Optimization exercise on an open flow, not production practice.
RTL: at most simulated, not proved equivalent.
Power: default activity.

==> flow/design.v, too long to show whole: its modules and the start of the top module <==
// module DSP: 2815 lines
// module dsp_ao21: 5 lines
// module dsp_faf: 8 lines
// module dsp_maj: 5 lines
// module dsp_fa: 6 lines
// module dsp_aoi_gt: 6 lines
// module dsp_aoi_g: 5 lines
// module dsp_oai_gt: 6 lines
// module dsp_oai_g: 5 lines
// module dsp_xor: 5 lines
// module dsp_mxi: 5 lines
// module dsp_xnor: 5 lines
module DSP(A,B,C,D,CLK,CARRYIN,OPMODE,BCIN,RSTA,RSTB,RSTM,RSTP,RSTC,RSTD,RSTCARRYIN,RSTOPMODE,
          CEA,CEB,CEM,CEP,CEC,CED,CECARRYIN,CEOPMODE,PCIN,BCOUT,PCOUT,P,M,CARRYOUT,CARRYOUTF);
  // ...
==> flow/flow/run.sh <==
#!/bin/bash
# Standard layout with two changes: the port buffers are plain buf_1 cells
# instead of the default delay buffers, and ABC maps for a lighter load, so
# that it picks the smaller cell sizes and leaves sizing to the resizer.
export BUFFER_PORTS_ARGS="-buffer_cell sky130_fd_sc_hd__buf_1"
bash standard.sh ABC_LOAD_IN_FF=1 finish > standard.log 2>&1
==> flow/standard.sh <==
#!/bin/bash
# synth_recipe.tcl (not shown) runs the flow's synth.tcl, then flattens the netlist and writes it again
# the make line also repeats each setting of config.mk as NAME=value (left out here)
make -C /OpenROAD-flow-scripts/flow DESIGN_CONFIG=/design/flow/config.mk WORK_HOME=/design/flow/orfs CLKGATE_MAP_FILE= SYNTH_SCRIPT=/design/flow/synth_recipe.tcl "${@:-finish}"
==> flow/config.mk <==
export PLATFORM = sky130hd
export DESIGN_NAME = DSP
export DESIGN_NICKNAME = DSP
export VERILOG_FILES = /design/flow/design.v
export SDC_FILE = /design/flow/constraint.sdc
export NUM_CORES = 4
export LEC_CHECK = 0
export CAP_MARGIN = 20
export CORE_MARGIN = 2
export CORE_UTILIZATION = 55
export SETUP_SLACK_MARGIN = 4.1
export SLEW_MARGIN = 20
export SYNTH_HIERARCHICAL = 1
export SYNTH_MINIMUM_KEEP_SIZE = 0
==> flow/constraint.sdc <==
create_clock -name core_clock -period 8.0 [get_ports {CLK}]
set_input_delay 1.6000 -clock core_clock [delete_from_list [all_inputs] [get_ports {CLK}]]
set_output_delay 1.6000 -clock core_clock [all_outputs]
set_load 0.01 [all_outputs]
==> out/qor.txt, run 1 <==
CTS Hold Bufs - 0
Wire per inst - 22.91 um
Setup Viol. Count Final - 0
Number of top-level pins - 346
Area fraction of the dominant cell type after synthesis - 0.1394
Count of vias placed by the detailed router - 21320
WHS Path Cells - 2
Multi-input logic portion of the cell area - 0.6445
Top cell class by occupied area - multi-input gates
Number of storage elements in the synthesis netlist - 224
FF-to-FF path depth - 13
Routed length on met2 - 37140 um
Start of the worst register-to-register path - A_r[2]$_DFFE_PP_
Post-Place Worst Slack - 3.412 ns
Result of the run - timing/DRC/antenna clean
Share of synthesized registers carrying an async set or reset - 0
Multi-input comb cells - 2288
Sequential fraction of design power - 0.256
Hold path start - MC_r[26]$_SDFFE_PP0P_
Non-clock buffer share - 0.09877
Taps Inserted - 539
Crit path launch - A_r[2]$_DFFE_PP_
Non-filler cells, final - 3607
Cell-by-cell listing of the critical path - buf_4 -> buf_4 -> nand2_1 -> fa_1 -> fa_2 -> maj3_2 -> maj3_2 -> maj3_2 -> maj3_2 -> maj3_2 -> xor2_1 -> mux2i_1 -> nor2_1
CP arrival - 4.33 ns
Setup crit end - MS_r[20]$_SDFFE_PP0P_
Met1 routed wirelength after detailed routing - 33730 um
Worst-Skew Late Latency - 0.57 ns
Sequential cell area fraction in the yosys report - 0.2196
Highest routed layer - met5
==> run 2: changes to the inputs <==
--- a/flow/config.mk
+++ b/flow/config.mk
@@ -8,6 +8,7 @@
 export CAP_MARGIN = 20
 export CORE_MARGIN = 2
 export CORE_UTILIZATION = 55
+export GPL_ROUTABILITY_DRIVEN = 0
 export SETUP_SLACK_MARGIN = 4.1
 export SLEW_MARGIN = 20
 export SYNTH_HIERARCHICAL = 1
==> run 2 against run 1 <==
Cell count up 0.28%. Sequential share of layout area is essentially flat. Via count grew 0.98%. Clock-buffer cell count shrank 1. Highest routed layer unchanged.
==> out/qor.txt, run 2 <==
Result of the run - timing/DRC/antenna clean
Average vias per placed instance - 5.952
Vertical die dimension - 210.4 um
Largest family of logic cells by synthesized area - adder cells
Commonest non-fill, non-tap cells in the layout - sky130_fd_sc_hd__nand2_1 (491), sky130_fd_sc_hd__xor2_1 (350), sky130_fd_sc_hd__nor2_1 (333), sky130_fd_sc_hd__buf_1 (322), sky130_fd_sc_hd__fa_1 (148)
Largest registers in the final layout - C_r (48), P_r (48), MS_r (35)
Clock tree buffer depth - 3
Share of synthesized registers carrying an async set or reset - 0 (unchanged)
Layout overhead on the synthesized area - 15.67%
Sequential cell area fraction in the yosys report - 0.2196 (unchanged)
Number of CTS-inserted buffers - 27
Internal power - 3.238 mW
Cell repeated most along the worst path - sky130_fd_sc_hd__a21oi_4
Sw Pwr - 2.453 mW
Area enclosed by the die boundary - 44260 sq um
Most repeated cell in the gate-level netlist after synthesis - sky130_fd_sc_hd__nand2_1
Post-synth design cell area - 23430 sq um
Start of the worst register-to-register path - A_r[10]$_DFFE_PP_
TritonCTS clock tree - built
Hold path start - MC_r[26]$_SDFFE_PP0P_
Sink Count - 224
Synthesized area per cell - 8.412 sq um
Area fraction of the dominant cell type after synthesis - 0.1394 (unchanged)
Synth area leaders - sky130_fd_sc_hd__xor2_1 (14%), sky130_fd_sc_hd__fa_1 (14%), sky130_fd_sc_hd__dfxtp_1 (14%)
FF-to-FF path depth - 15 (+2)
Wire per inst - 22.65 um (-1.1%)
Synth Net Count - 3139
Number of maximum-capacitance violations - 0
Clock-pin transition on the worst setup and hold timing paths - 0.06 ns
Remaining number of nets flagged by the antenna check after routing - 0
Crit path launch - MS_r[9]$_SDFFE_PP0P_
Leftover overflow at the end of global routing - 0
CP arrival - 2.31 ns (-2.02 ns)
Parity-gate share of the synthesized area counting xor and xnor cells - 0.1787
Slowest cell on crit path - sky130_fd_sc_hd__xnor2_1
Number of top-level pins - 346 (unchanged)
Peak Freq - 0.2559 GHz
Path type of the worst setup path - flip-flop to output port
Via count of the first global-routing pass - 20340
Worst-Skew Late Latency - 0.57 ns (about the same)
Post-synth EDFFs - 66
Count of pins over their slew limit - 0
Count of vias placed by the detailed router - 21530 (+0.98%)
CP bufs+invs - 1
WHS Path Cells - 2 (unchanged)
Setup TNS - 0 ns
Length of the first detailed-routing pass in iterations - 9
Core Util, Final - 0.6446
Share of synthesized cell area in and, or, nand and nor gates - 0.1580
Most frequent standard cell in the layout excluding fill and tap cells - sky130_fd_sc_hd__nand2_1
Number of instances in the synthesized netlist - 2785
Post-synth top area cell - sky130_fd_sc_hd__xor2_1
Post-synthesis compound-gate area fraction - 0.1298
Post-Synth Adder-Cell Area - 0.1857
Setup Viol. Count Final - 0 (unchanged)
Count of distinct cell types in the synthesized netlist - 49
Rows - 75
Chip width - 210.4 um
Relative slew margins - 0.3184
NumNets Final - 3411
Part of the power in the clock network - 0.214
Nature of the critical path startpoint - flip-flop
RSZ-0062 raised after global routing - true
Count of buffers inserted at the top-level ports - 326
Register-to-register path setup slack - 4.11 ns
Hold Path Class - flip-flop to flip-flop
Number of antenna violations at the first check in global routing - 6
Top post-synthesis cells by count - sky130_fd_sc_hd__nand2_1 (497), sky130_fd_sc_hd__xor2_1 (373), sky130_fd_sc_hd__nor2_1 (337)
Residual DRC - 0
Design Power - 5.691 mW
Final hold slack - 0.4717 ns
Share of the clock period used by the worst path after layout - 0.4885
Dominant synthesized flop cell - sky130_fd_sc_hd__dfxtp_1
Fill cell total of the finished layout - 3668
Fraction of layout instances using a drive strength above 1 - 0.1586
Clock H-tree levels - 1
Req. time, crit path - 6.40 ns
Switching portion of total power - 0.4310
Number of storage elements in the synthesis netlist - 224 (unchanged)
Final critical-path required period - 3.908 ns
Standby leakage power - 9.856 nW
Worst clock skew - 0.02401 ns
Worst r2r dst - MS_r[19]$_SDFFE_PP0P_
Power density over the cells - 210.0 nW/um^2
Initial Util - 0.5573
Cell-by-cell listing of the critical path - a21oi_4 -> o21ai_4 -> a21oi_4 -> xnor2_1 -> buf_1
Gate family responsible for the most delay along the worst path - XOR/XNOR gates
First-pass GRT wire length - 119700 um
Worst IR drop on VDD - 0.0001981 V
Ys Warns - 7
Root buffer cell - sky130_fd_sc_hd__clkbuf_16
Global-route usage over all layers - 0.3540
Detailed-route wire length - 81940 um
Maximum fanout along the worst path - 4
Peak per-stage delay on the critical path - 0.59 ns
Hold Violations, Final - 0
Comb power frac - 0.528
End point of the worst hold path - MC_r[26]$_SDFFE_PP0P_
Element type at the critical path end - output port
Placeable core region - 42040 sq um
Multiplexer area fraction after synthesis - 0.06606
Post-detailed-placement half-perimeter wirelength - 58320 um
Maximum number of pins on one net before global-route repair - 73
Sequential fraction of design power - 0.258 (+0.002)
Pin slew with the least headroom to its limit - 1.022 ns
Starting DRC count in detailed routing - 1934
## run 2: kinds of logic after synthesis
family,count (synthesis)
AND/OR/NAND/NOR,916
AO/OA/AOI/OAI,478
XOR/XNOR,478
buffers and inverters,274
adder cells (fa/ha/maj),262
flip-flops,224
multiplexers,152
other,1
## run 2: repair_timing
action,in CTS,in global routing
gates cloned,1,3
hold buffers,0,0
setup endpoints to repair,76,80
pin swaps,3,66
setup buffers,68,51
gates resized for setup,61,146
hold endpoints to repair,0,0
## run 2: metrics by stage
step                      area (sq um)  cells  setup WS [ns]
final                            27100   3617          4.092
after global routing             27100   3616          3.927
after CTS                        25980   3561          4.029
after detailed placement         24290   3444          3.354
after global placement           24290   3444          3.393
after floorplan                  23500   2785          4.102
## run 2: cell type report
| type | instances | area, sq um | area share |
|---|---|---|---|
| Antenna cell | 2 | 5.005 | 0.0001847 |
| Sequential cell | 224 | 5218 | 0.1925 |
| Multi-Input combinational cell | 2288 | 17430 | 0.6431 |
| Inverter | 37 | 138.9 | 0.005125 |
| Timing Repair Buffer | 479 | 2774 | 0.1024 |
| Tap cell | 539 | 674.4 | 0.02489 |
| Clock buffer | 38 | 768.2 | 0.02835 |
| Clock inverter | 10 | 95.09 | 0.003509 |
## run 2: how the worst max path moves through the flow
| stage | end | depth (start not counted) | slack [ns] |
|---|---|---|---|
| floorplan | MS_r[20]$_SDFFE_PP0P_ | 13 | 4.10 |
| global placement | P_r[32]$_SDFFE_PP0P_ | 13 | 3.39 |
| detailed placement | P_r[32]$_SDFFE_PP0P_ | 13 | 3.35 |
| CTS | MS_r[20]$_SDFFE_PP0P_ | 12 | 4.03 |
| global route | MS_r[19]$_SDFFE_PP0P_ | 15 | 3.93 |
| finish | M[16] | 5 | 4.09 |
## run 2: layer usage
metal / vias up / wire (um) / track usage
met5: - / 145 / 0.01446
met4: 12 / 3306 / 0.1336
met3: 235 / 8830 / 0.09073
met2: 1193 / 36870 / 0.5615
met1: 10380 / 32780 / 0.4652
li1: 9710 / - / -
## run 2: power by group through the flow
stage	combinational [mW]	sequential, mW	clock [mW]
after global placement	2.53	1.53	0
after global routing	3.24	1.48	1.28
final	3.00	1.47	1.22
after detailed placement	2.59	1.53	0
after CTS	2.72	1.46	1.23
after floorplan	2.12	1.39	0
## run 2: worst register-to-register path: cells and delay by family (launching register included)
family / cells / cell delay, ns
multiplexers: 1 / 0.11
XOR/XNOR: 7 / 1.61
buffers and inverters: 2 / 0.26
flip-flops: 1 / 0.35
AND/OR/NAND/NOR: 2 / 0.17
adder cells (fa/ha/maj): 3 / 1.33
## run 2: Yosys stat by module (local to each module, per instance), excerpt
module,flops+latches,cells inside
dsp_maj,0,1
dsp_xor,0,1
dsp_xnor,0,1
dsp_fa,0,1
DSP,224,1694
dsp_aoi_g,0,1
==> run 3: changes to the inputs <==
--- a/flow/config.mk
+++ b/flow/config.mk
@@ -8,8 +8,7 @@
 export CAP_MARGIN = 20
 export CORE_MARGIN = 2
 export CORE_UTILIZATION = 55
-export GPL_ROUTABILITY_DRIVEN = 0
-export SETUP_SLACK_MARGIN = 4.1
+export SETUP_SLACK_MARGIN = 4.3
 export SLEW_MARGIN = 20
 export SYNTH_HIERARCHICAL = 1
 export SYNTH_MINIMUM_KEEP_SIZE = 0
==> run 3 against run 2 <==
Global-route usage grew 2.6 points. Power grew 17%. Critical path depth increased by 10. Largest power group unchanged.
==> out/qor.txt, run 3 <==
Area occupied by registers - 5333 sq um (+2.2%)
Area enclosed by the die boundary - 44260 sq um (unchanged)
Element type at the critical path end - flip-flop
Post-synth top area cell - sky130_fd_sc_hd__xor2_1
Hold path start - MC_r[26]$_SDFFE_PP0P_
Commonest non-fill, non-tap cells in the layout - sky130_fd_sc_hd__nand2_1 (442), sky130_fd_sc_hd__xor2_1 (319), sky130_fd_sc_hd__buf_1 (304), sky130_fd_sc_hd__nor2_1 (294), sky130_fd_sc_hd__buf_4 (186)
Number of top-level pins - 346 (unchanged)
RSZ-0062 raised after global routing - true
TritonCTS clock tree - built
Global-route usage over all layers - 0.3796 (+0.02560)
WHS Path Cells - 2 (unchanged)
Number of instances in the synthesized netlist - 2785 (unchanged)
First-pass GRT wire length - 128000 um (+7.0%)
Number of storage elements in the synthesis netlist - 224 (unchanged)
Average vias per placed instance - 6.085 (+2.2%)
Worst IR drop on VDD - 0.0002131 V (+7.6%)
CTS Hold Bufs - 0 (unchanged)
CP arrival - 4.53 ns (+2.22 ns)
Setup Viol. Count Final - 0 (unchanged)
Sequential fraction of design power - 0.231 (-0.027)
Internal power - 3.752 mW (+16%)
FF-to-FF path depth - 15 (unchanged)
Placed instance area - 24240 sq um (-0.23%)
Dominant synthesized flop cell - sky130_fd_sc_hd__dfxtp_1
Peak per-stage delay on the critical path - 0.49 ns (-0.10 ns)
Post-synth design cell area - 23430 sq um (unchanged)
Count of distinct cell types in the synthesized netlist - 49 (unchanged)
NumNets Final - 3544 (+3.9%)
Register-to-register path setup slack - 3.92 ns (-0.19 ns)
Hold Violations, Final - 0 (unchanged)
Number of CTS-inserted buffers - 29 (+7.4%)
Sink Count - 224 (unchanged)
Final critical-path required period - 4.075 ns (+0.1671 ns)
Worst-Skew Late Latency - 0.60 ns (+0.03 ns)
Share of synthesized registers carrying an async set or reset - 0 (unchanged)
Count of pins over their slew limit - 0 (unchanged)
CP bufs+invs - 2 (+1)
Cell repeated most along the worst path - sky130_fd_sc_hd__xor2_1
Count of buffers inserted at the top-level ports - 326 (unchanged)
Fraction of layout instances using a drive strength above 1 - 0.2902 (+0.1315)
Vertical die dimension - 210.4 um (unchanged)
Comb power frac - 0.565 (+0.037)
Clock-pin transition on the worst setup and hold timing paths - 0.06 ns (about the same)
Final worst setup slack - 3.925 ns (-0.1671 ns)
Count of vias placed by the detailed router - 22850 (+6.1%)
Residual DRC - 0 (unchanged)
Power density over the cells - 220.6 nW/um^2 (+5.1%)
Peak Freq - 0.2454 GHz (-4.1%)
Starting DRC count in detailed routing - 2003 (+3.6%)
Fill cell total of the finished layout - 3109 (-15%)
Wire per inst - 24.27 um (+7.1%)
Switching portion of total power - 0.4349 (+0.003823)
End point of the worst hold path - MC_r[26]$_SDFFE_PP0P_
Largest registers in the final layout - C_r (48), P_r (48), MS_r (35)
Sw Pwr - 2.887 mW (+18%)
Share of the clock period used by the worst path after layout - 0.5094 (+0.02089)
Relative slew margins - 0.3400 (+0.02161)
Layout overhead on the synthesized area - 28.45%
Maximum number of pins on one net before global-route repair - 73 (unchanged)
Chip width - 210.4 um (unchanged)
Via count of the first global-routing pass - 21840 (+7.4%)
Req. time, crit path - 8.45 ns (+2.05 ns)
Start of the worst register-to-register path - A_r[0]$_DFFE_PP_
Worst r2r dst - MS_r[19]$_SDFFE_PP0P_
Initial Util - 0.5573 (unchanged)
Design Power - 6.640 mW (+17%)
Detailed-route wire length - 91130 um (+11%)
Remaining number of nets flagged by the antenna check after routing - 0 (unchanged)
Rows - 75 (unchanged)
Ys Warns - 7 (unchanged)
Path type of the worst setup path - flip-flop to flip-flop
Part of the power in the clock network - 0.204 (-0.010)
Cell-by-cell listing of the critical path - buf_6 -> nand2_1 -> fa_1 -> fa_1 -> maj3_2 -> xor2_1 -> xor2_1 -> xor2_2 -> xor2_1 -> xor2_2 -> buf_4 -> or2_4 -> xor2_1 -> mux2i_1 -> nor2_1
Clock tree buffer depth - 3 (unchanged)
Top post-synthesis cells by count - sky130_fd_sc_hd__nand2_1 (497), sky130_fd_sc_hd__xor2_1 (373), sky130_fd_sc_hd__nor2_1 (337)
Standby leakage power - 11.21 nW (+14%)
Post-Place Worst Slack - 3.230 ns (-0.1239 ns)
Synth area leaders - sky130_fd_sc_hd__xor2_1 (14%), sky130_fd_sc_hd__fa_1 (14%), sky130_fd_sc_hd__dfxtp_1 (14%)
Pin slew with the least headroom to its limit - 0.9899 ns (-0.03241 ns)
Multi-input logic area - 18960 sq um (+8.8%)
Synthesized area per cell - 8.412 sq um (unchanged)
Post-detailed-placement half-perimeter wirelength - 58830 um (+0.87%)
Leftover overflow at the end of global routing - 0 (unchanged)
Hold Path Class - flip-flop to flip-flop
Placer congestion estimate - 0.9354
Sequential cell area fraction in the yosys report - 0.2196 (unchanged)
Area fraction of the dominant cell type after synthesis - 0.1394 (unchanged)
Most repeated cell in the gate-level netlist after synthesis - sky130_fd_sc_hd__nand2_1
Clock H-tree levels - 1 (unchanged)
Cell area after layout - 30090 sq um (+11%)
Setup TNS - 0 ns (unchanged)
Most frequent standard cell in the layout excluding fill and tap cells - sky130_fd_sc_hd__nand2_1
Placeable core region - 42040 sq um (unchanged)
Result of the run - timing/DRC/antenna clean
Length of the first detailed-routing pass in iterations - 6 (-3)
Core Util, Final - 0.7158 (+0.07122)
Worst clock skew - 0.02992 ns (+0.005914 ns)
Slowest cell on crit path - sky130_fd_sc_hd__fa_1
Number of antenna violations at the first check in global routing - 4 (-2)
Synth Net Count - 3139 (unchanged)
Nature of the critical path startpoint - flip-flop
Root buffer cell - sky130_fd_sc_hd__clkbuf_16
Post-synth EDFFs - 66 (unchanged)
Maximum fanout along the worst path - 6 (+2)
Gate family responsible for the most delay along the worst path - adder cells
Number of maximum-capacitance violations - 0 (unchanged)
run 3: cell types whose count changed in the layout (fill, tap and decap cells not counted), moves of 35 or more:
cell,change
sky130_fd_sc_hd__fa_1,-39
sky130_fd_sc_hd__nor2_1,-39
sky130_fd_sc_hd__fa_2,+39
sky130_fd_sc_hd__nand2_1,-49
sky130_fd_sc_hd__buf_6,+41
sky130_fd_sc_hd__a21oi_1,-51
sky130_fd_sc_hd__buf_4,+83
sky130_fd_sc_hd__nand2_2,+35
run 3: worst max-delay path by stage:
stage                           from  cells after the start  slack, ns                     to
2_1_floorplan                PCIN[0]                     12       4.29   P_r[32]$_SDFFE_PP0P_
3_3_place_gp                 PCIN[0]                     13       3.29     CYO_r$_SDFFE_PP0P_
3_5_place_dp                 PCIN[0]                     13       3.23     CYO_r$_SDFFE_PP0P_
4_1_cts        MS_r[22]$_SDFFE_PP0P_                      7       4.22                  M[31]
5_1_grt             A_r[0]$_DFFE_PP_                     15       3.89  MS_r[19]$_SDFFE_PP0P_
6_report            A_r[0]$_DFFE_PP_                     15       3.92  MS_r[19]$_SDFFE_PP0P_
run 3: final cells by class:
class / instances / share of cell area
Multi-Input combinational cell: 2288 / 0.6301
Tap cell: 539 / 0.02241
Clock inverter: 18 / 0.005530
Antenna cell: 4 / 0.0003326
Timing Repair Buffer: 610 / 0.1331
Inverter: 37 / 0.004740
Clock buffer: 35 / 0.02661
Sequential cell: 224 / 0.1772
run 3: per-module statistics from Yosys, one instance, submodules excluded, excerpt:
module	flip-flops and latches	copies in the design	cells inside
DSP	224	1	1694
dsp_ao21	0	48	1
dsp_aoi_g	0	48	1
dsp_aoi_gt	0	90	2
dsp_fa	0	160	1
dsp_maj	0	102	1
dsp_oai_g	0	43	1
dsp_oai_gt	0	98	2
dsp_xnor	0	17	1
dsp_xor	0	297	1
run 3: power by group through the flow:
stage               Combinational (mW)  Sequential, mW  Clock, mW
global placement                  2.47            1.57          0
detailed placement                2.54            1.57          0
finish                            3.75            1.53       1.35
CTS                               3.11            1.51       1.35
global route                      3.95            1.54       1.41
floorplan                         2.15            1.40          0
run 3: timing repair:
action                     in CTS  in global routing
gates resized for setup       321                329
gates cloned                    1                  2
pin swaps                     104                199
setup endpoints to repair     100                 83
setup buffers                 183                 81
run 3: tightest hold or removal path, delay by kind of cell (launching register included):
kind,cells,cell delay (ns)
simple gates,1,0.07
flops,1,0.31
compound gates,1,0.05
run 3: cells by family after synthesis:
group	Yosys count	synth area share
simple gates	916	0.1580
buf+inv	274	0.06190
mux	152	0.06606
compound gates	478	0.1298
flops	224	0.2196
xor+xnor	478	0.1787
other cells	1	0.0001601
fa+ha+maj	262	0.1857
run 3: routing by layer:
metal / share of wire / track usage / vias up
met5: 0.0010 / 0.02336 / -
met4: 0.067 / 0.1863 / 6
met3: 0.10 / 0.1032 / 431
met2: 0.45 / 0.6084 / 1412
met1: 0.38 / 0.4723 / 11030
li1: - / - / 9972
run 3: through the flow:
stage               hold WS (ns)  cells
floorplan                 0.4266   2785
global placement          0.4580   3431
detailed placement        0.4658   3431
CTS                       0.4768   3668
global route              0.4993   3753
finish                    0.4762   3755
==> run 4: changes to the inputs <==
--- a/flow/config.mk
+++ b/flow/config.mk
@@ -8,7 +8,9 @@
 export CAP_MARGIN = 20
 export CORE_MARGIN = 2
 export CORE_UTILIZATION = 55
-export SETUP_SLACK_MARGIN = 4.3
+export CTS_CLUSTER_DIAMETER = 80
+export CTS_CLUSTER_SIZE = 30
+export SETUP_SLACK_MARGIN = 4.1
 export SLEW_MARGIN = 20
 export SYNTH_HIERARCHICAL = 1
 export SYNTH_MINIMUM_KEEP_SIZE = 0
==> run 4 against run 3 <==
Still clean. Cell count decreased by 4.4%. Maximum frequency is 2.6% higher. Register-to-register slack better by 0.13 ns. Final area decreased by 11%. Setup slack improved by 0.10 ns. Critical path depth down 8. Clock skew is 0.0067 ns lower. Via count shrank 6.6%. Non-clock buffer count down 151. Combinational power down 19%. Critical endpoint is now M[27]. Largest cell class unchanged. Highest routed layer unchanged.
==> out/qor.txt, run 4 <==
Sink Count - 224 (unchanged)
Placeable core region - 42040 sq um (unchanged)
Multi-input logic area - 17370 sq um (-8.4%)
RSZ-0062 raised after global routing - true
Worst-Skew Late Latency - 0.57 ns (-0.03 ns)
Count of vias placed by the detailed router - 21350 (-6.6%)
Number of CTS-inserted buffers - 21 (-28%)
GR Util met1 - 0.4768 (+0.004466)
Count of buffers inserted at the top-level ports - 326 (unchanged)
Gate family responsible for the most delay along the worst path - simple AND/OR/NAND/NOR gates
Ys Warns - 7 (unchanged)
Area occupied by registers - 5224 sq um (-2.0%)
Relative slew margins - 0.3171 (-0.02292)
Leftover overflow at the end of global routing - 0 (unchanged)
Hold path start - MC_r[26]$_SDFFE_PP0P_
Chip width - 210.4 um (unchanged)
CP arrival - 2.37 ns (-2.16 ns)
Average vias per placed instance - 5.946 (-2.3%)
Share of the clock period used by the worst path after layout - 0.4967 (-0.01275)
Element type at the critical path end - output port
NumNets Final - 3385 (-4.5%)
Starting DRC count in detailed routing - 1692 (-16%)
Share of synthesized registers carrying an async set or reset - 0 (unchanged)
Detailed-route wire length - 82730 um (-9.2%)
Crit path launch - MS_r[18]$_SDFFE_PP0P_
Setup Viol. Count Final - 0 (unchanged)
Synthesized area per cell - 8.412 sq um (unchanged)
Wire per inst - 23.04 um (-5.0%)
Clock tree buffer depth - 3 (unchanged)
Top post-synthesis cells by count - sky130_fd_sc_hd__nand2_1 (497), sky130_fd_sc_hd__xor2_1 (373), sky130_fd_sc_hd__nor2_1 (337)
Worst clock skew - 0.02322 ns (-0.006699 ns)
Count of pins over their slew limit - 0 (unchanged)
Peak Freq - 0.2517 GHz (+2.6%)
TritonCTS clock tree - built
Hold Violations, Final - 0 (unchanged)
Final hold slack - 0.4816 ns (+0.005333 ns)
Req. time, crit path - 6.40 ns (-2.05 ns)
Final critical-path required period - 3.973 ns (-0.1020 ns)
Nature of the critical path startpoint - flip-flop
Most repeated cell in the gate-level netlist after synthesis - sky130_fd_sc_hd__nand2_1
Global Route met3 Usage - 0.07420 (-0.02905)
Sequential cell area fraction in the yosys report - 0.2196 (unchanged)
Clock H-tree levels - 1 (unchanged)
Number of maximum-capacitance violations - 0 (unchanged)
First-pass GRT wire length - 119800 um (-6.4%)
Dominant synthesized flop cell - sky130_fd_sc_hd__dfxtp_1
Met2 routing resource usage after global routing - 0.5626 (-0.04579)
Worst IR drop on VDD - 0.0002617 V (+23%)
Area fraction of the dominant cell type after synthesis - 0.1394 (unchanged)
Post-synth EDFFs - 66 (unchanged)
Post-detailed-placement half-perimeter wirelength - 59190 um (+0.61%)
Number of instances in the synthesized netlist - 2785 (unchanged)
Setup TNS - 0 ns (unchanged)
Placed cell count - 3446 (+0.44%)
Placer congestion estimate - 0.9496 (+1.5%)
Final worst setup slack - 4.027 ns (+0.1020 ns)
Standby leakage power - 9.709 nW (-13%)
Hold Path Class - flip-flop to flip-flop
Global-route usage over all layers - 0.3561 (-0.02352)
Number of antenna violations at the first check in global routing - 5 (+1)
Path type of the worst setup path - flip-flop to output port
Pin slew with the least headroom to its limit - 1.023 ns (+0.03298 ns)
Most frequent standard cell in the layout excluding fill and tap cells - sky130_fd_sc_hd__nand2_1
Non-filler cells, final - 3590 (-4.4%)
Post-synth design cell area - 23430 sq um (unchanged)
Clock-pin transition on the worst setup and hold timing paths - 0.08 ns (+0.02 ns)
Peak per-stage delay on the critical path - 0.54 ns (+0.05 ns)
Initial Util - 0.5573 (unchanged)
Synth Net Count - 3139 (unchanged)
CP bufs+invs - 1 (-1)
Synth area leaders - sky130_fd_sc_hd__xor2_1 (14%), sky130_fd_sc_hd__fa_1 (14%), sky130_fd_sc_hd__dfxtp_1 (14%)
Global route hottest layer - met2
Fill cell total of the finished layout - 3648 (+17%)
Residual DRC - 0 (unchanged)
Number of top-level pins - 346 (unchanged)
Start of the worst register-to-register path - B_r[17]$_SDFFE_PP0P_
Layout overhead on the synthesized area - 14.55%
Number of storage elements in the synthesis netlist - 224 (unchanged)
Cell-by-cell listing of the critical path - nand2_1 -> nor2_1 -> nand2_1 -> nor2_1 -> a21oi_1 -> xnor2_1 -> buf_1
Remaining number of nets flagged by the antenna check after routing - 0 (unchanged)
Fraction of layout instances using a drive strength above 1 - 0.1471 (-0.1431)
Vertical die dimension - 210.4 um (unchanged)
Length of the first detailed-routing pass in iterations - 6 (unchanged)
Rows - 75 (unchanged)
Maximum fanout along the worst path - 5 (-1)
Maximum number of pins on one net before global-route repair - 73 (unchanged)
Largest registers in the final layout - C_r (48), P_r (48), MS_r (35)
Power density over the cells - 210.6 nW/um^2 (-4.6%)
Slowest cell on crit path - sky130_fd_sc_hd__dfxtp_1
Root buffer cell - sky130_fd_sc_hd__clkbuf_16
Area enclosed by the die boundary - 44260 sq um (unchanged)
Post-Place Worst Slack - 3.412 ns (+0.1815 ns)
Result of the run - timing/DRC/antenna clean
Post-synth top area cell - sky130_fd_sc_hd__xor2_1
Via count of the first global-routing pass - 20480 (-6.3%)
Count of distinct cell types in the synthesized netlist - 49 (unchanged)
Commonest non-fill, non-tap cells in the layout - sky130_fd_sc_hd__nand2_1 (493), sky130_fd_sc_hd__xor2_1 (354), sky130_fd_sc_hd__nor2_1 (336), sky130_fd_sc_hd__buf_1 (322), sky130_fd_sc_hd__fa_1 (152)
-- run 4: path summary, 6_finish.rpt --
path / end / slack (ns) / cells past startpoint
min: MC_r[26]$_SDFFE_PP0P_ / 0.48 / 2
max: M[27] / 4.03 / 7
min reg2reg: MC_r[26]$_SDFFE_PP0P_ / 0.48 / 2
max reg2reg: MC_r[11]$_SDFFE_PP0P_ / 4.05 / 12
-- run 4: through the flow --
step / power [mW] / cell area [sq um] / utilization
floorplan: 3.515 / 23500 / -
global placement: 4.055 / 24310 / 0.5782
detailed placement: 4.132 / 24310 / 0.5782
CTS: 5.370 / 25920 / 0.6165
global route: 5.929 / 26830 / 0.6382
finish: 5.652 / 26840 / 0.6384
-- run 4: cells by family after synthesis --
| kind of cell | count (synthesis) | synth area share |
|---|---|---|
| AND/OR/NAND/NOR | 916 | 0.1580 |
| XOR/XNOR | 478 | 0.1787 |
| flip-flops | 224 | 0.2196 |
| multiplexers | 152 | 0.06606 |
| adder cells (fa/ha/maj) | 262 | 0.1857 |
| AO/OA/AOI/OAI | 478 | 0.1298 |
| other | 1 | 0.0001601 |
| buffers and inverters | 274 | 0.06190 |
-- run 4: area by class of cell --
cell class                      count  share of cell area
Multi-Input combinational cell   2288              0.6470
Clock buffer                       21             0.01958
Clock inverter                     17            0.008578
Antenna cell                        5           0.0004662
Inverter                           37            0.005175
Timing Repair Buffer              459             0.09939
Sequential cell                   224              0.1946
Tap cell                          539             0.02513
-- run 4: per-layer routing --
layer / part of all wire / wire length (um)
met2: 0.45 / 36820
met4: 0.046 / 3833
met3: 0.10 / 8279
met1: 0.41 / 33770
met5: 0.00033 / 27
-- run 4: modules after synthesis, one instance, submodules excluded, excerpt --
module	area [sq um]	flops+latches	times used
dsp_aoi_gt	8.758	0	90
dsp_fa	20.02	0	160
dsp_aoi_g	5.005	0	48
dsp_oai_g	5.005	0	43
dsp_maj	11.26	0	102
DSP	13860	224	1
dsp_oai_gt	8.758	0	98
dsp_ao21	7.507	0	48
dsp_xor	8.758	0	297
dsp_xnor	8.758	0	17
-- run 4: worst min-delay path: cells and delay by family (launching register included) --
kind,cells,cell delay [ns]
simple gates,1,0.07
compound gates,1,0.05
flops,1,0.32
-- run 4: what timing repair did --
action	CTS	global route
pin swaps	6	66
buffers inserted	56	37
setup endpoints to repair	79	72
gates cloned	2	6
hold buffers	0	0
resized for setup	82	106
-- run 4: where the power goes --
part	total, mW	internal (mW)	leakage, nW	switching [mW]
clock	1.14	0.543	0.362	0.599
combinational	3.04	1.26	7.39	1.78
sequential	1.47	1.28	1.95	0.185
total	5.65	3.09	9.71	2.57
==> run 5: changes to the inputs <==
==> flow/flow/run.sh (replaced) <==
#!/bin/bash
# Standard layout with two changes: the port buffers are plain buf_1 cells
# instead of the default delay buffers, and ABC maps for a lighter load, so
# that it picks the smaller cell sizes and leaves sizing to the resizer.
export BUFFER_PORTS_ARGS="-buffer_cell sky130_fd_sc_hd__buf_1"
bash standard.sh ABC_LOAD_IN_FF=0.2 finish > standard.log 2>&1
--- a/flow/config.mk
+++ b/flow/config.mk
@@ -8,9 +8,7 @@
 export CAP_MARGIN = 20
 export CORE_MARGIN = 2
 export CORE_UTILIZATION = 55
-export CTS_CLUSTER_DIAMETER = 80
-export CTS_CLUSTER_SIZE = 30
-export SETUP_SLACK_MARGIN = 4.1
+export SETUP_SLACK_MARGIN = 4.2
 export SLEW_MARGIN = 20
 export SYNTH_HIERARCHICAL = 1
 export SYNTH_MINIMUM_KEEP_SIZE = 0
==> run 5 against run 4 <==
Combinational power increased by 2%. Core utilization rose by 2.8 points. Sequential power hardly changed. Clock skew decreased by 0.0017 ns. Flip-flop and latch count is the same. Clock power is 15% higher. Sequential share of layout area fell by 0.56 points. Wire length increased by 1.0%. First-iteration DRC count grew 16%. Maximum frequency rose by 2.6%. Non-clock buffer count up 37. Via count grew 1.7%. Critical path type is now flip-flop to flip-flop. Largest cell class unchanged.
==> out/qor.txt, run 5 <==
Number of storage elements in the synthesis netlist - 224 (unchanged)
Average vias per placed instance - 5.970 (+0.40%)
Final worst setup slack - 4.129 ns (+0.1023 ns)
Post-synth design cell area - 23420 sq um (about the same)
Worst clock skew - 0.02151 ns (-0.001708 ns)
Multi-input logic area - 17970 sq um (+3.5%)
Register-to-register path setup slack - 4.13 ns (+0.08 ns)
Result of the run - timing/DRC/antenna clean
Hold path start - MC_r[26]$_SDFFE_PP0P_
Rows - 75 (unchanged)
End point of the worst hold path - MC_r[26]$_SDFFE_PP0P_
Nature of the critical path startpoint - flip-flop
Fraction of layout instances using a drive strength above 1 - 0.2054 (+0.05835)
Setup TNS - 0 ns (unchanged)
Starting DRC count in detailed routing - 1961 (+16%)
Standby leakage power - 10.16 nW (+4.7%)
Number of maximum-capacitance violations - 0 (unchanged)
Maximum fanout along the worst path - 19 (+14)
Placer congestion estimate - 0.9537 (+0.43%)
Post-Place Worst Slack - 3.277 ns (-0.1347 ns)
Final hold slack - 0.4902 ns (+0.008584 ns)
FF-to-FF path depth - 15 (+3)
CP bufs+invs - 3 (+2)
Sequential cell area fraction in the yosys report - 0.2197 (about the same)
Top post-synthesis cells by count - sky130_fd_sc_hd__nand2_1 (497), sky130_fd_sc_hd__xor2_1 (373), sky130_fd_sc_hd__nor2_1 (337)
Cell-by-cell listing of the critical path - buf_8 -> nand2_1 -> fa_1 -> fa_2 -> buf_4 -> xor2_1 -> xor2_1 -> maj3_2 -> xor2_1 -> xor2_1 -> buf_4 -> or2_2 -> xor2_1 -> mux2i_1 -> nor2_1
Peak per-stage delay on the critical path - 0.48 ns (-0.06 ns)
Count of pins over their slew limit - 0 (unchanged)
Ys Warns - 7 (unchanged)
Clock-pin transition on the worst setup and hold timing paths - 0.06 ns (-0.02 ns)
Number of CTS-inserted buffers - 28 (+33%)
Element type at the critical path end - flip-flop
Layout overhead on the synthesized area - 19.33%
Peak Freq - 0.2583 GHz (+2.6%)
RSZ-0062 raised after global routing - true
Synth Net Count - 3139 (unchanged)
Cell repeated most along the worst path - sky130_fd_sc_hd__xor2_1
Req. time, crit path - 8.53 ns (+2.13 ns)
Vertical die dimension - 210.4 um (about the same)
Residual DRC - 0 (unchanged)
Length of the first detailed-routing pass in iterations - 6 (unchanged)
Sink Count - 224 (unchanged)
Number of antenna violations at the first check in global routing - 3 (-2)
Clock H-tree levels - 1 (unchanged)
WHS Path Cells - 2 (unchanged)
NumNets Final - 3429 (+1.3%)
Path type of the worst setup path - flip-flop to flip-flop
Start of the worst register-to-register path - A_r[9]$_DFFE_PP_
Count of distinct cell types in the synthesized netlist - 49 (unchanged)
Count of vias placed by the detailed router - 21720 (+1.7%)
Setup Viol. Count Final - 0 (unchanged)
Placeable core region - 41950 sq um (-0.22%)
Pin slew with the least headroom to its limit - 0.9921 ns (-0.03078 ns)
Hold Path Class - flip-flop to flip-flop
Relative slew margins - 0.3377 (+0.02055)
Chip width - 210.4 um (about the same)
Via count of the first global-routing pass - 20570 (+0.46%)
Root buffer cell - sky130_fd_sc_hd__clkbuf_16
Remaining number of nets flagged by the antenna check after routing - 0 (unchanged)
Most repeated cell in the gate-level netlist after synthesis - sky130_fd_sc_hd__nand2_1
CP arrival - 4.40 ns (+2.03 ns)
Area occupied by registers - 5284 sq um (+1.1%)
Most frequent standard cell in the layout excluding fill and tap cells - sky130_fd_sc_hd__nand2_1
Power density over the cells - 211.3 nW/um^2 (+0.35%)
Leftover overflow at the end of global routing - 0 (unchanged)
Slowest cell on crit path - sky130_fd_sc_hd__fa_1
Gate family responsible for the most delay along the worst path - adder cells
Synthesized area per cell - 8.409 sq um (about the same)
Area fraction of the dominant cell type after synthesis - 0.1395 (about the same)
Fill cell total of the finished layout - 3489 (-4.4%)
Worst-Skew Late Latency - 0.60 ns (+0.03 ns)
Number of instances in the synthesized netlist - 2785 (unchanged)
TritonCTS clock tree - built
Worst IR drop on VDD - 0.0001874 V (-28%)
Share of synthesized registers carrying an async set or reset - 0 (unchanged)
Detailed-route wire length - 83580 um (+1.0%)
Count of buffers inserted at the top-level ports - 326 (unchanged)
Share of the clock period used by the worst path after layout - 0.4839 (-0.01279)
Largest registers in the final layout - C_r (48), P_r (48), MS_r (35)
Global-route usage over all layers - 0.3566 (+0.0004748)
First-pass GRT wire length - 119900 um (about the same)
Commonest non-fill, non-tap cells in the layout - sky130_fd_sc_hd__nand2_1 (483), sky130_fd_sc_hd__xor2_1 (342), sky130_fd_sc_hd__buf_1 (313), sky130_fd_sc_hd__nor2_1 (312), sky130_fd_sc_hd__fa_1 (141)
Wire per inst - 22.98 um (-0.30%)
Maximum number of pins on one net before global-route repair - 73 (unchanged)
Hold Violations, Final - 0 (unchanged)
Clock tree buffer depth - 3 (unchanged)
Number of top-level pins - 346 (unchanged)
Initial Util - 0.5583 (+0.001038)
Crit path launch - A_r[9]$_DFFE_PP_
Post-detailed-placement half-perimeter wirelength - 57720 um (-2.5%)
Synth area leaders - sky130_fd_sc_hd__xor2_1 (14%), sky130_fd_sc_hd__fa_1 (14%), sky130_fd_sc_hd__dfxtp_1 (14%)
Worst r2r dst - MS_r[17]$_SDFFE_PP0P_
Post-synth top area cell - sky130_fd_sc_hd__xor2_1
Area enclosed by the die boundary - 44250 sq um (about the same)
Post-synth EDFFs - 66 (unchanged)
Final critical-path required period - 3.871 ns (-0.1023 ns)
Dominant synthesized flop cell - sky130_fd_sc_hd__dfxtp_1
## run 5: cell types whose count changed in the layout (fill, tap and decap cells not counted), moves of 11 or more
cell                      delta
sky130_fd_sc_hd__o21ai_2    +15
sky130_fd_sc_hd__buf_4      +30
sky130_fd_sc_hd__nor2_2     +16
sky130_fd_sc_hd__fa_1       -11
sky130_fd_sc_hd__dfxtp_1    -24
sky130_fd_sc_hd__dfxtp_4    +12
sky130_fd_sc_hd__xor2_1     -12
sky130_fd_sc_hd__a21oi_1    -32
sky130_fd_sc_hd__nor2_1     -24
sky130_fd_sc_hd__o21ai_1    -22
sky130_fd_sc_hd__fa_2       +11
sky130_fd_sc_hd__a21oi_2    +24
sky130_fd_sc_hd__dfxtp_2    +12
## run 5: through the flow
stage / instance area [sq um] / util / power (mW) / cells
finish: 27950 / 0.6662 / 5.906 / 3638
global route: 27940 / 0.6661 / 6.220 / 3635
CTS: 26500 / 0.6318 / 5.484 / 3570
detailed placement: 24270 / 0.5786 / 4.043 / 3438
global placement: 24250 / 0.5780 / 3.960 / 3437
floorplan: 23620 / - / 3.525 / 2785
## run 5: timing repair
item                                    in CTS  in global routing
cloned                                       2                  2
pin swaps                                   10                 91
endpoints found under the setup margin      90                 70
buffers inserted                            79                 63
resized for setup                          147                222
hold buffers                                 0                  0
## run 5: layer usage
metal / share of wire / GRT usage
met2: 0.44 / 0.5521
met5: 0 / 0
met4: 0.040 / 0.1333
met1: 0.41 / 0.4824
met3: 0.11 / 0.08969
## run 5: how the worst max path moves through the flow
stage	endpoint	slack, ns	cells after the start
CTS	MC_r[10]$_SDFFE_PP0P_	4.16	14
detailed placement	CYO_r$_SDFFE_PP0P_	3.28	13
global route	MC_r[10]$_SDFFE_PP0P_	3.94	14
floorplan	MS_r[9]$_SDFFE_PP0P_	4.20	13
finish	MS_r[17]$_SDFFE_PP0P_	4.13	15
global placement	CYO_r$_SDFFE_PP0P_	3.29	13
## run 5: modules after synthesis (local to each module, per instance), excerpt
| module | copies in the design | cells inside | cell area, sq um | flip-flops and latches |
|---|---|---|---|---|
| DSP | 1 | 1694 | 13860 | 224 |
| dsp_ao21 | 48 | 1 | 7.507 | 0 |
| dsp_aoi_g | 48 | 1 | 5.005 | 0 |
| dsp_aoi_gt | 90 | 2 | 8.758 | 0 |
| dsp_fa | 160 | 1 | 20.02 | 0 |
| dsp_maj | 102 | 1 | 11.26 | 0 |
| dsp_oai_g | 43 | 1 | 5.005 | 0 |
| dsp_oai_gt | 98 | 2 | 8.758 | 0 |
| dsp_xnor | 17 | 1 | 8.758 | 0 |
| dsp_xor | 297 | 1 | 8.758 | 0 |
## run 5: logic make-up (layout without fill, tap and decap cells)
logic type,Yosys count,in the layout,share of synthesized area
compound gates,478,478,0.1299
flops,224,224,0.2197
fa+ha+maj,262,262,0.1858
mux,152,152,0.06609
other cells,1,4,0.0001601
simple gates,916,917,0.1581
buf+inv,274,584,0.06154
xor+xnor,478,478,0.1788
## run 5: power breakdown
part	internal [mW]	leakage [nW]	switching, mW	total (mW)
sequential	1.29	1.97	0.209	1.50
clock	0.753	0.452	0.554	1.31
combinational	1.35	7.74	1.75	3.10
## run 5: final cells by class
| type | count | share of cell area |
|---|---|---|
| clock inverters | 11 | 0.005193 |
| clock buffers | 40 | 0.02812 |
| multi-input cells | 2288 | 0.6430 |
| repair buffers | 496 | 0.1053 |
| well taps | 539 | 0.02413 |
| flip-flops and latches | 224 | 0.1891 |
| diodes | 3 | 0.0002686 |
| inverters | 37 | 0.004970 |
## run 5: worst min-delay path: cells and delay by family (launching register included)
| family | cells | cell delay, ns |
|---|---|---|
| flops | 1 | 0.31 |
| simple gates | 1 | 0.07 |
| compound gates | 1 | 0.06 |
==> run 6: changes to the inputs <==
--- a/flow/config.mk
+++ b/flow/config.mk
@@ -8,7 +8,8 @@
 export CAP_MARGIN = 20
 export CORE_MARGIN = 2
 export CORE_UTILIZATION = 55
-export SETUP_SLACK_MARGIN = 4.2
+export SETUP_SLACK_MARGIN = 4.1
 export SLEW_MARGIN = 20
 export SYNTH_HIERARCHICAL = 1
 export SYNTH_MINIMUM_KEEP_SIZE = 0
+export TNS_END_PERCENT = 0
==> run 6 against run 5 <==
Still clean. Die area did not move. First-iteration DRC count shrank 13%. Clock power rose by 3%. Clock skew fell by 0.0010 ns. Sequential share of layout area rose by 0.62 points. Via count down 1.5%. Global-route usage shrank 0.42 points. Worst hold slack worse by 0.018 ns. Power decreased by 3.3%. Cell count fell by 1.5%. Register-to-register slack worse by 0.05 ns. Non-clock buffer count is 58 lower. Critical path type is now flip-flop to output port. Critical endpoint is now M[34]. Highest routed layer is now met5.
==> out/qor.txt, run 6 <==
Synthesized area per cell - 8.409 sq um (unchanged)
Clock H-tree levels - 1 (unchanged)
Placeable core region - 41950 sq um (unchanged)
Chip width - 210.4 um (unchanged)
Fill cell total of the finished layout - 3756 (+7.7%)
Worst-Skew Late Latency - 0.59 ns (about the same)
Area occupied by registers - 5216 sq um (-1.3%)
Hold Violations, Final - 0 (unchanged)
Sequential fraction of design power - 0.257 (+0.002)
Part of the power in the clock network - 0.237 (+0.016)
Element type at the critical path end - output port
Synth area leaders - sky130_fd_sc_hd__xor2_1 (14%), sky130_fd_sc_hd__fa_1 (14%), sky130_fd_sc_hd__dfxtp_1 (14%)
RSZ-0062 raised after global routing - true
Via count of the first global-routing pass - 20670 (+0.47%)
Sw Pwr - 2.425 mW (-3.4%)
Number of maximum-capacitance violations - 0 (unchanged)
Rows - 75 (unchanged)
Area enclosed by the die boundary - 44250 sq um (unchanged)
Clock-pin transition on the worst setup and hold timing paths - 0.06 ns (about the same)
TritonCTS clock tree - built
Hold Path Class - flip-flop to flip-flop
Internal power - 3.286 mW (-3.2%)
Peak Freq - 0.2538 GHz (-1.7%)
Leftover overflow at the end of global routing - 0 (unchanged)
Worst IR drop on VDD - 0.0002139 V (+14%)
Remaining number of nets flagged by the antenna check after routing - 0 (unchanged)
Detailed-route wire length - 82200 um (-1.7%)
Relative slew margins - 0.3089 (-0.02882)
Dominant synthesized flop cell - sky130_fd_sc_hd__dfxtp_1
Post-synthesis compound-gate area fraction - 0.1299 (unchanged)
Root buffer cell - sky130_fd_sc_hd__clkbuf_16
Top post-synthesis cells by count - sky130_fd_sc_hd__nand2_1 (497), sky130_fd_sc_hd__xor2_1 (373), sky130_fd_sc_hd__nor2_1 (337)
Pin slew with the least headroom to its limit - 1.035 ns (+0.04317 ns)
Largest registers in the final layout - C_r (48), P_r (48), MS_r (35)
Starting DRC count in detailed routing - 1709 (-13%)
Standby leakage power - 9.671 nW (-4.8%)
NumNets Final - 3370 (-1.7%)
Area fraction of the dominant cell type after synthesis - 0.1395 (unchanged)
Length of the first detailed-routing pass in iterations - 6 (unchanged)
Residual DRC - 0 (unchanged)
Number of CTS-inserted buffers - 27 (-3.6%)
Setup TNS - 0 ns (unchanged)
Placer congestion estimate - 0.9233 (-3.2%)
Number of instances in the synthesized netlist - 2785 (unchanged)
Share of synthesized cell area in and, or, nand and nor gates - 0.1581 (unchanged)
Ys Warns - 7 (unchanged)
Post-synth EDFFs - 66 (unchanged)
Synth Net Count - 3139 (unchanged)
Count of vias placed by the detailed router - 21400 (-1.5%)
Post-Place Worst Slack - 3.428 ns (+0.1506 ns)
Most frequent standard cell in the layout excluding fill and tap cells - sky130_fd_sc_hd__nand2_1
Post-Synth Adder-Cell Area - 0.1858 (unchanged)
Largest family of logic cells by synthesized area - adder cells
Result of the run - timing/DRC/antenna clean
Count of buffers inserted at the top-level ports - 326 (unchanged)
Clock tree buffer depth - 3 (unchanged)
Maximum number of pins on one net before global-route repair - 73 (unchanged)
Post-synth design cell area - 23420 sq um (unchanged)
Share of the clock period used by the worst path after layout - 0.4924 (+0.008544)
Count of pins over their slew limit - 0 (unchanged)
Multi-input logic area - 17260 sq um (-4.0%)
Worst clock skew - 0.02052 ns (-0.0009958 ns)
Switching portion of total power - 0.4246 (-0.0005507)
Vertical die dimension - 210.4 um (unchanged)
Final critical-path required period - 3.939 ns (+0.06835 ns)
Maximum fanout along the worst path - 5 (-14)
Path type of the worst setup path - flip-flop to output port
Number of top-level pins - 346 (unchanged)
Share of synthesized registers carrying an async set or reset - 0 (unchanged)
Nature of the critical path startpoint - flip-flop
Comb power frac - 0.506 (-0.018)
Average vias per placed instance - 5.975 (about the same)
First-pass GRT wire length - 118900 um (-0.81%)
Layout overhead on the synthesized area - 14.05%
Sequential cell area fraction in the yosys report - 0.2197 (unchanged)
Sink Count - 224 (unchanged)
Parity-gate share of the synthesized area counting xor and xnor cells - 0.1788 (unchanged)
CP arrival - 2.34 ns (-2.06 ns)
Initial Util - 0.5583 (unchanged)
Req. time, crit path - 6.40 ns (-2.13 ns)
Most repeated cell in the gate-level netlist after synthesis - sky130_fd_sc_hd__nand2_1
Count of distinct cell types in the synthesized netlist - 49 (unchanged)
Global-route usage over all layers - 0.3524 (-0.004189)
Final worst setup slack - 4.061 ns (-0.06835 ns)
Multiplexer area fraction after synthesis - 0.06609 (unchanged)
Fraction of layout instances using a drive strength above 1 - 0.1380 (-0.06746)
Number of storage elements in the synthesis netlist - 224 (unchanged)
Power density over the cells - 213.8 nW/um^2 (+1.2%)
Setup Viol. Count Final - 0 (unchanged)
Wire per inst - 22.95 um (-0.12%)
Commonest non-fill, non-tap cells in the layout - sky130_fd_sc_hd__nand2_1 (496), sky130_fd_sc_hd__xor2_1 (362), sky130_fd_sc_hd__nor2_1 (334), sky130_fd_sc_hd__buf_1 (321), sky130_fd_sc_hd__fa_1 (158)
Post-detailed-placement half-perimeter wirelength - 59380 um (+2.9%)
Number of antenna violations at the first check in global routing - 5 (+2)
Post-synth top area cell - sky130_fd_sc_hd__xor2_1
-- run 6: cell counts after synthesis --
Identical to the previous run, type by type.
-- run 6: cell families after synthesis --
family / after synthesis
multiplexers: 152
flip-flops: 224
buffers and inverters: 274
AO/OA/AOI/OAI: 478
adder cells (fa/ha/maj): 262
other: 1
AND/OR/NAND/NOR: 916
XOR/XNOR: 478
-- run 6: what timing repair did --
action	CTS	global route
setup endpoints to repair	82	89
gates resized for setup	25	132
gates cloned	1	4
hold buffers	0	0
pin swaps	0	37
setup buffers	46	30
endpoints found under the hold margin	0	0
-- run 6: worst paths after layout --
path / startpoint / end / slack (ns) / cells after the start
worst max register to register: A_r[12]$_DFFE_PP_ / MS_r[23]$_SDFFE_PP0P_ / 4.08 / 15
worst min register to register: MC_r[26]$_SDFFE_PP0P_ / MC_r[26]$_SDFFE_PP0P_ / 0.47 / 2
worst min-delay path: MC_r[26]$_SDFFE_PP0P_ / MC_r[26]$_SDFFE_PP0P_ / 0.47 / 2
worst max-delay path: MS_r[25]$_SDFFE_PP0P_ / M[34] / 4.06 / 7
-- run 6: layer usage --
layer,share of wire,GRT usage
met1,0.41,0.4585
met3,0.099,0.07718
met4,0.041,0.1575
met5,0.00066,0.006674
met2,0.45,0.5635
-- run 6: final cells by class --
type	instances	share of cell area
clock inverters	15	0.007635
diodes	6	0.0005621
inverters	37	0.005200
clock buffers	35	0.02867
multi-input cells	2288	0.6461
flip-flops and latches	224	0.1953
repair buffers	438	0.09130
well taps	539	0.02525
-- run 6: power groups by stage --
| stage | Combinational (mW) | Sequential (mW) | Clock (mW) |
|---|---|---|---|
| finish | 2.89 | 1.47 | 1.35 |
| global route | 3.11 | 1.48 | 1.41 |
| CTS | 2.67 | 1.46 | 1.37 |
| detailed placement | 2.58 | 1.52 | 0 |
| global placement | 2.51 | 1.52 | 0 |
| floorplan | 2.12 | 1.39 | 0 |
-- run 6: modules after synthesis, one instance, submodules excluded, a selection --
module,flops+latches,cells,copies in the design
dsp_oai_gt,0,2,98
dsp_aoi_g,0,1,48
dsp_xor,0,1,297
dsp_oai_g,0,1,43
dsp_maj,0,1,102
dsp_xnor,0,1,17
dsp_fa,0,1,160
dsp_ao21,0,1,48
DSP,224,1694,1
dsp_aoi_gt,0,2,90
-- run 6: worst max-delay path, stage by stage (launching register included) --
cell and delay (ns):
sky130_fd_sc_hd__dfxtp_1 0.46, sky130_fd_sc_hd__nand2_1 0.17, sky130_fd_sc_hd__nor2_1 0.20, sky130_fd_sc_hd__a21oi_1 0.12, sky130_fd_sc_hd__o21ai_1 0.15, sky130_fd_sc_hd__a21oi_1 0.08, sky130_fd_sc_hd__xnor2_2 0.37, sky130_fd_sc_hd__clkbuf_2 0.21
-- run 6: per-stage QoR --
stage / cells / area, sq um / utilization / hold slack (ns) / total power [mW]
floorplan: 2785 / 23420 / - / 0.4266 / 3.508
global placement: 3445 / 24300 / 0.5793 / 0.4642 / 4.026
detailed placement: 3445 / 24300 / 0.5794 / 0.4627 / 4.100
CTS: 3542 / 25810 / 0.6153 / 0.4737 / 5.499
global route: 3579 / 26700 / 0.6366 / 0.5036 / 6.004
finish: 3582 / 26710 / 0.6368 / 0.4722 / 5.712
==> run 7: changes to the inputs <==
--- a/flow/config.mk
+++ b/flow/config.mk
@@ -12,4 +12,4 @@
 export SLEW_MARGIN = 20
 export SYNTH_HIERARCHICAL = 1
 export SYNTH_MINIMUM_KEEP_SIZE = 0
-export TNS_END_PERCENT = 0
+export TNS_END_PERCENT = 30
==> run 7 against run 6 <==
Critical path depth decreased by 1. Setup slack gained 0.015 ns. Global-route usage is 0.34 points lower.
==> out/qor.txt, run 7 <==
Post-Place Worst Slack - 3.372 ns (-0.05572 ns)
Sink Count - 224 (unchanged)
Synthesized area per cell - 8.409 sq um (unchanged)
Count of distinct cell types in the synthesized netlist - 49 (unchanged)
Post-synth design cell area - 23420 sq um (unchanged)
Sequential cell area fraction in the yosys report - 0.2197 (unchanged)
Clock-pin transition on the worst setup and hold timing paths - 0.06 ns (about the same)
Worst-Skew Late Latency - 0.58 ns (about the same)
Number of antenna violations at the first check in global routing - 6 (+1)
Global-route usage over all layers - 0.3490 (-0.003408)
Area enclosed by the die boundary - 44250 sq um (unchanged)
Pin slew with the least headroom to its limit - 1.008 ns (-0.02690 ns)
Vertical die dimension - 210.4 um (unchanged)
Most repeated cell in the gate-level netlist after synthesis - sky130_fd_sc_hd__nand2_1
Residual DRC - 0 (unchanged)
WHS Path Cells - 2 (unchanged)
FF-to-FF path depth - 14 (-1)
Chip width - 210.4 um (unchanged)
Fraction of layout instances using a drive strength above 1 - 0.1502 (+0.01225)
Initial Util - 0.5583 (unchanged)
Relative slew margins - 0.3268 (+0.01796)
Length of the first detailed-routing pass in iterations - 6 (unchanged)
Hold Path Class - flip-flop to flip-flop
Result of the run - timing/DRC/antenna clean
Number of top-level pins - 346 (unchanged)
Cell-by-cell listing of the critical path - a21oi_4 -> o21ai_2 -> a21oi_2 -> o21ai_1 -> xor2_1 -> buf_1
Most frequent standard cell in the layout excluding fill and tap cells - sky130_fd_sc_hd__nand2_1
Synth area leaders - sky130_fd_sc_hd__xor2_1 (14%), sky130_fd_sc_hd__fa_1 (14%), sky130_fd_sc_hd__dfxtp_1 (14%)
Final worst setup slack - 4.076 ns (+0.01506 ns)
Placeable core region - 41950 sq um (unchanged)
Number of maximum-capacitance violations - 0 (unchanged)
Placer congestion estimate - 0.9280 (+0.51%)
Leftover overflow at the end of global routing - 0 (unchanged)
Worst clock skew - 0.01475 ns (-0.005765 ns)
Setup Viol. Count Final - 0 (unchanged)
Dominant synthesized flop cell - sky130_fd_sc_hd__dfxtp_1
TritonCTS clock tree - built
Clock tree buffer depth - 3 (unchanged)
Commonest non-fill, non-tap cells in the layout - sky130_fd_sc_hd__nand2_1 (495), sky130_fd_sc_hd__xor2_1 (365), sky130_fd_sc_hd__nor2_1 (334), sky130_fd_sc_hd__buf_1 (322), sky130_fd_sc_hd__fa_1 (151)
NumNets Final - 3402 (+0.95%)
CP arrival - 2.32 ns (-0.02 ns)
RSZ-0062 raised after global routing - true
Via count of the first global-routing pass - 20550 (-0.57%)
Wire per inst - 22.62 um (-1.4%)
Worst IR drop on VDD - 0.0001893 V (-11%)
Ys Warns - 7 (unchanged)
Nature of the critical path startpoint - flip-flop
Slowest cell on crit path - sky130_fd_sc_hd__dfxtp_1
First-pass GRT wire length - 118200 um (-0.61%)
Post-detailed-placement half-perimeter wirelength - 58510 um (-1.5%)
Count of buffers inserted at the top-level ports - 326 (unchanged)
Number of CTS-inserted buffers - 27 (unchanged)
Post-synth EDFFs - 66 (unchanged)
Power density over the cells - 207.9 nW/um^2 (-2.8%)
Maximum number of pins on one net before global-route repair - 73 (unchanged)
Peak per-stage delay on the critical path - 0.45 ns (about the same)
Standby leakage power - 9.855 nW (+1.9%)
Detailed-route wire length - 81650 um (-0.67%)
Count of pins over their slew limit - 0 (unchanged)
Top post-synthesis cells by count - sky130_fd_sc_hd__nand2_1 (497), sky130_fd_sc_hd__xor2_1 (373), sky130_fd_sc_hd__nor2_1 (337)
Post-synth top area cell - sky130_fd_sc_hd__xor2_1
Peak Freq - 0.2548 GHz (+0.38%)
Element type at the critical path end - output port
Largest registers in the final layout - C_r (48), P_r (48), MS_r (35)
Hold Violations, Final - 0 (unchanged)
Path type of the worst setup path - flip-flop to output port
Share of synthesized registers carrying an async set or reset - 0 (unchanged)
Average vias per placed instance - 5.912 (-1.0%)
Setup TNS - 0 ns (unchanged)
Share of the clock period used by the worst path after layout - 0.4905 (-0.001882)
Final critical-path required period - 3.924 ns (-0.01506 ns)
Layout overhead on the synthesized area - 15.63%
Number of instances in the synthesized netlist - 2785 (unchanged)
Rows - 75 (unchanged)
Count of vias placed by the detailed router - 21340 (-0.28%)
Remaining number of nets flagged by the antenna check after routing - 0 (unchanged)
Area fraction of the dominant cell type after synthesis - 0.1395 (unchanged)
Root buffer cell - sky130_fd_sc_hd__clkbuf_16
Req. time, crit path - 6.40 ns (about the same)
Clock H-tree levels - 1 (unchanged)
Number of storage elements in the synthesis netlist - 224 (unchanged)
Synth Net Count - 3139 (unchanged)
Starting DRC count in detailed routing - 1841 (+7.7%)
Maximum fanout along the worst path - 4 (-1)
## run 7: cell counts after synthesis
No cell type changed its count.
## run 7: through the flow
step / cell area [sq um] / hold WS, ns / utilization / total power [mW] / std cells
5_1_grt: 27080 / 0.5267 / 0.6455 / 5.955 / 3609
6_report: 27080 / 0.4847 / 0.6456 / 5.631 / 3610
3_3_place_gp: 24270 / 0.4596 / 0.5786 / 3.987 / 3441
3_5_place_dp: 24320 / 0.4756 / 0.5798 / 4.053 / 3443
2_1_floorplan: 23490 / 0.4266 / - / 3.514 / 2785
4_1_cts: 25900 / 0.4841 / 0.6175 / 5.419 / 3544
## run 7: final timing paths
path / start / slack [ns] / end
worst max register to register: B_r[15]$_SDFFE_PP0P_ / 4.09 / MS_r[19]$_SDFFE_PP0P_
worst min register to register: MC_r[26]$_SDFFE_PP0P_ / 0.48 / MC_r[26]$_SDFFE_PP0P_
worst min-delay path: MC_r[26]$_SDFFE_PP0P_ / 0.48 / MC_r[26]$_SDFFE_PP0P_
worst max-delay path: MS_r[9]$_SDFFE_PP0P_ / 4.08 / M[24]
## run 7: final cells by class
class | count | area (sq um)
multi-input combinational | 2288 | 17240
fill | 3648 | 14870
sequential | 224 | 5230
timing repair buffer | 470 | 2864
clock buffer | 34 | 711.9
tap | 539 | 674.4
clock inverter | 16 | 216.5
inverter | 37 | 138.9
antenna | 2 | 5.005
## run 7: logic make-up after synthesis
family / synth area share
fa+ha+maj: 0.1858
other cells: 0.0001601
buf+inv: 0.06154
mux: 0.06609
flops: 0.2197
compound gates: 0.1299
xor+xnor: 0.1788
simple gates: 0.1581
## run 7: Yosys stat by module, one instance, submodules excluded, a selection
module	cells inside	cell area, sq um
dsp_xor	1	8.758
dsp_fa	1	20.02
dsp_aoi_gt	2	8.758
dsp_ao21	1	7.507
dsp_xnor	1	8.758
dsp_oai_gt	2	8.758
DSP	1694	13860
dsp_oai_g	1	5.005
## run 7: critical path: cells and delay by family (launching register included)
kind	cells	cell delay (ns)
AO/OA/AOI/OAI	4	0.69
flip-flops	1	0.45
XOR/XNOR	1	0.41
buffers and inverters	1	0.20
## run 7: report_power, final
| part | total [mW] | switching, mW | internal (mW) |
|---|---|---|---|
| clock | 1.31 | 0.521 | 0.790 |
| combinational | 2.84 | 1.64 | 1.20 |
| sequential | 1.48 | 0.188 | 1.29 |
| total | 5.63 | 2.35 | 3.28 |
## run 7: per-layer routing
layer | wire length, um | up-vias | share of wire | GRT usage
met1 | 34250 | 10390 | 0.42 | 0.4672
met5 | 43 | - | 0.00053 | 0
met3 | 8111 | 148 | 0.099 | 0.09118
met2 | 36560 | 1064 | 0.45 | 0.5454
li1 | - | 9731 | - | -
met4 | 2687 | 6 | 0.033 | 0.1257
## run 7: timing repair
action,4_1_cts,5_1_grt
hold buffers,0,0
resized for setup,50,141
pin swaps,0,41
cloned,1,5
buffers inserted,50,59
setup endpoints to repair,81,77
==> run 8: changes to the inputs <==
--- a/flow/config.mk
+++ b/flow/config.mk
@@ -8,8 +8,8 @@
 export CAP_MARGIN = 20
 export CORE_MARGIN = 2
 export CORE_UTILIZATION = 55
+export GPL_TIMING_DRIVEN = 0
 export SETUP_SLACK_MARGIN = 4.1
 export SLEW_MARGIN = 20
 export SYNTH_HIERARCHICAL = 1
 export SYNTH_MINIMUM_KEEP_SIZE = 0
-export TNS_END_PERCENT = 30
==> run 8 against run 7 <==
Worst hold slack worse by 0.0028 ns. Synthesized cell count is the same. Critical path depth increased by 9. Highest routed layer unchanged. Cell count increased by 5.4%. Clock skew grew 0.0016 ns. Wire length grew 11%.
==> out/qor.txt, run 8 <==
First-pass GRT wire length - 128500 um (+8.8%)
Hold path start - C_z$_SDFFE_PP1P_
Fraction of layout instances using a drive strength above 1 - 0.2438 (+0.09359)
Starting DRC count in detailed routing - 2681 (+46%)
Path type of the worst setup path - flip-flop to flip-flop
CP bufs+invs - 3 (+2)
Area occupied by registers - 5235 sq um (about the same)
Slowest cell on crit path - sky130_fd_sc_hd__fa_2
Residual DRC - 0 (unchanged)
Placer congestion estimate - 1.004 (+8.2%)
End point of the worst hold path - C_z$_SDFFE_PP1P_
Count of distinct cell types in the synthesized netlist - 49 (unchanged)
Most repeated cell in the gate-level netlist after synthesis - sky130_fd_sc_hd__nand2_1
Maximum number of pins on one net before global-route repair - 35 (-52%)
Sequential cell area fraction in the yosys report - 0.2197 (unchanged)
Worst r2r dst - MS_r[20]$_SDFFE_PP0P_
Synthesized area per cell - 8.409 sq um (unchanged)
Pin slew with the least headroom to its limit - 1.012 ns (+0.004041 ns)
Result of the run - timing/DRC/antenna clean
Cell-by-cell listing of the critical path - clkbuf_8 -> clkbuf_16 -> nand2_1 -> fa_1 -> fa_2 -> xor2_1 -> xor2_1 -> xor2_1 -> xor2_1 -> xor2_1 -> xor2_2 -> buf_6 -> xor2_2 -> mux2i_1 -> nor2_1
FF-to-FF path depth - 15 (+1)
Synth area leaders - sky130_fd_sc_hd__xor2_1 (14%), sky130_fd_sc_hd__fa_1 (14%), sky130_fd_sc_hd__dfxtp_1 (14%)
Most frequent standard cell in the layout excluding fill and tap cells - sky130_fd_sc_hd__nand2_1
Share of the clock period used by the worst path after layout - 0.5136 (+0.02307)
Largest registers in the final layout - C_r (48), P_r (48), MS_r (35)
Placed instance area - 25400 sq um (+4.4%)
Count of pins over their slew limit - 0 (unchanged)
Post-synth top area cell - sky130_fd_sc_hd__xor2_1
Post-Place Worst Slack - 2.918 ns (-0.4539 ns)
Vertical die dimension - 210.4 um (unchanged)
Post-synth EDFFs - 66 (unchanged)
Cell area after layout - 29570 sq um (+9.2%)
Register-to-register path setup slack - 3.89 ns (-0.20 ns)
Clock-pin transition on the worst setup and hold timing paths - 0.07 ns (about the same)
-- run 8: cell count changes in the layout (fill, tap and decap cells not counted), sizes merged --
| cell | delta |
|---|---|
| clkinvlp | +1 |
| bufinv | -1 |
| inv | +3 |
| clkinv | -1 |
| clkbuf | +54 |
| nor2b | -1 |
| buf | +141 |
-- run 8: logic make-up after synthesis --
| logic type | Yosys count | synth area share |
|---|---|---|
| xor+xnor | 478 | 0.1788 |
| other cells | 1 | 0.0001601 |
| compound gates | 478 | 0.1299 |
| buf+inv | 274 | 0.06154 |
| fa+ha+maj | 262 | 0.1858 |
| flops | 224 | 0.2197 |
| simple gates | 916 | 0.1581 |
| mux | 152 | 0.06609 |
-- run 8: repair_timing --
action                                  CTS  global route
hold buffers                              0             0
buffers inserted                         37            71
hold endpoints to repair                  0             0
pin swaps                                48           135
gates resized for setup                 321           258
endpoints found under the setup margin   92            75
cloned                                    0             4
-- run 8: worst max-delay path by stage --
| stage | start | to |
|---|---|---|
| floorplan | A_r[10]$_DFFE_PP_ | MS_r[20]$_SDFFE_PP0P_ |
| global route | A_r[11]$_DFFE_PP_ | MS_r[20]$_SDFFE_PP0P_ |
| CTS | A_r[17]$_DFFE_PP_ | MS_r[20]$_SDFFE_PP0P_ |
| global placement | B_r[17]$_SDFFE_PP0P_ | MS_r[19]$_SDFFE_PP0P_ |
| finish | A_r[17]$_DFFE_PP_ | MS_r[20]$_SDFFE_PP0P_ |
| detailed placement | B_r[17]$_SDFFE_PP0P_ | MS_r[19]$_SDFFE_PP0P_ |
-- run 8: power by group --
part / switching [mW] / internal [mW]
Combinational: 2.31 / 1.79
Clock: 0.542 / 0.788
Sequential: 0.179 / 1.29
-- run 8: cell type report --
cell class	instances	area share
multi-input combinational	2287	0.6150
tap	539	0.02281
sequential	224	0.1770
timing repair buffer	431	0.07278
inverter	37	0.004697
antenna	2	0.0001692
buffer	237	0.07570
clock inverter	18	0.007066
clock buffer	31	0.02475
-- run 8: per-module statistics from Yosys, one instance, submodules excluded, excerpt --
| module | area, sq um | flip-flops and latches | times used |
|---|---|---|---|
| dsp_maj | 11.26 | 0 | 102 |
| DSP | 13860 | 224 | 1 |
| dsp_oai_gt | 8.758 | 0 | 98 |
| dsp_xnor | 8.758 | 0 | 17 |
| dsp_aoi_gt | 8.758 | 0 | 90 |
| dsp_oai_g | 5.005 | 0 | 43 |
| dsp_xor | 8.758 | 0 | 297 |
| dsp_ao21 | 7.507 | 0 | 48 |
| dsp_aoi_g | 5.005 | 0 | 48 |
| dsp_fa | 20.02 | 0 | 160 |
-- run 8: metal layers --
metal | share of wire | up-vias | GRT usage
li1 | - | 10080 | -
met1 | 0.40 | 11110 | 0.5182
met2 | 0.44 | 1461 | 0.5975
met3 | 0.11 | 323 | 0.09133
met4 | 0.047 | 2 | 0.1411
met5 | 0.000089 | - | 0
-- run 8: through the flow --
stage | total power [mW] | std cells
after floorplan | 3.514 | 2785
after global routing | 7.156 | 3804
after detailed placement | 4.411 | 3643
final | 6.899 | 3806
after global placement | 4.319 | 3641
after CTS | 6.171 | 3729
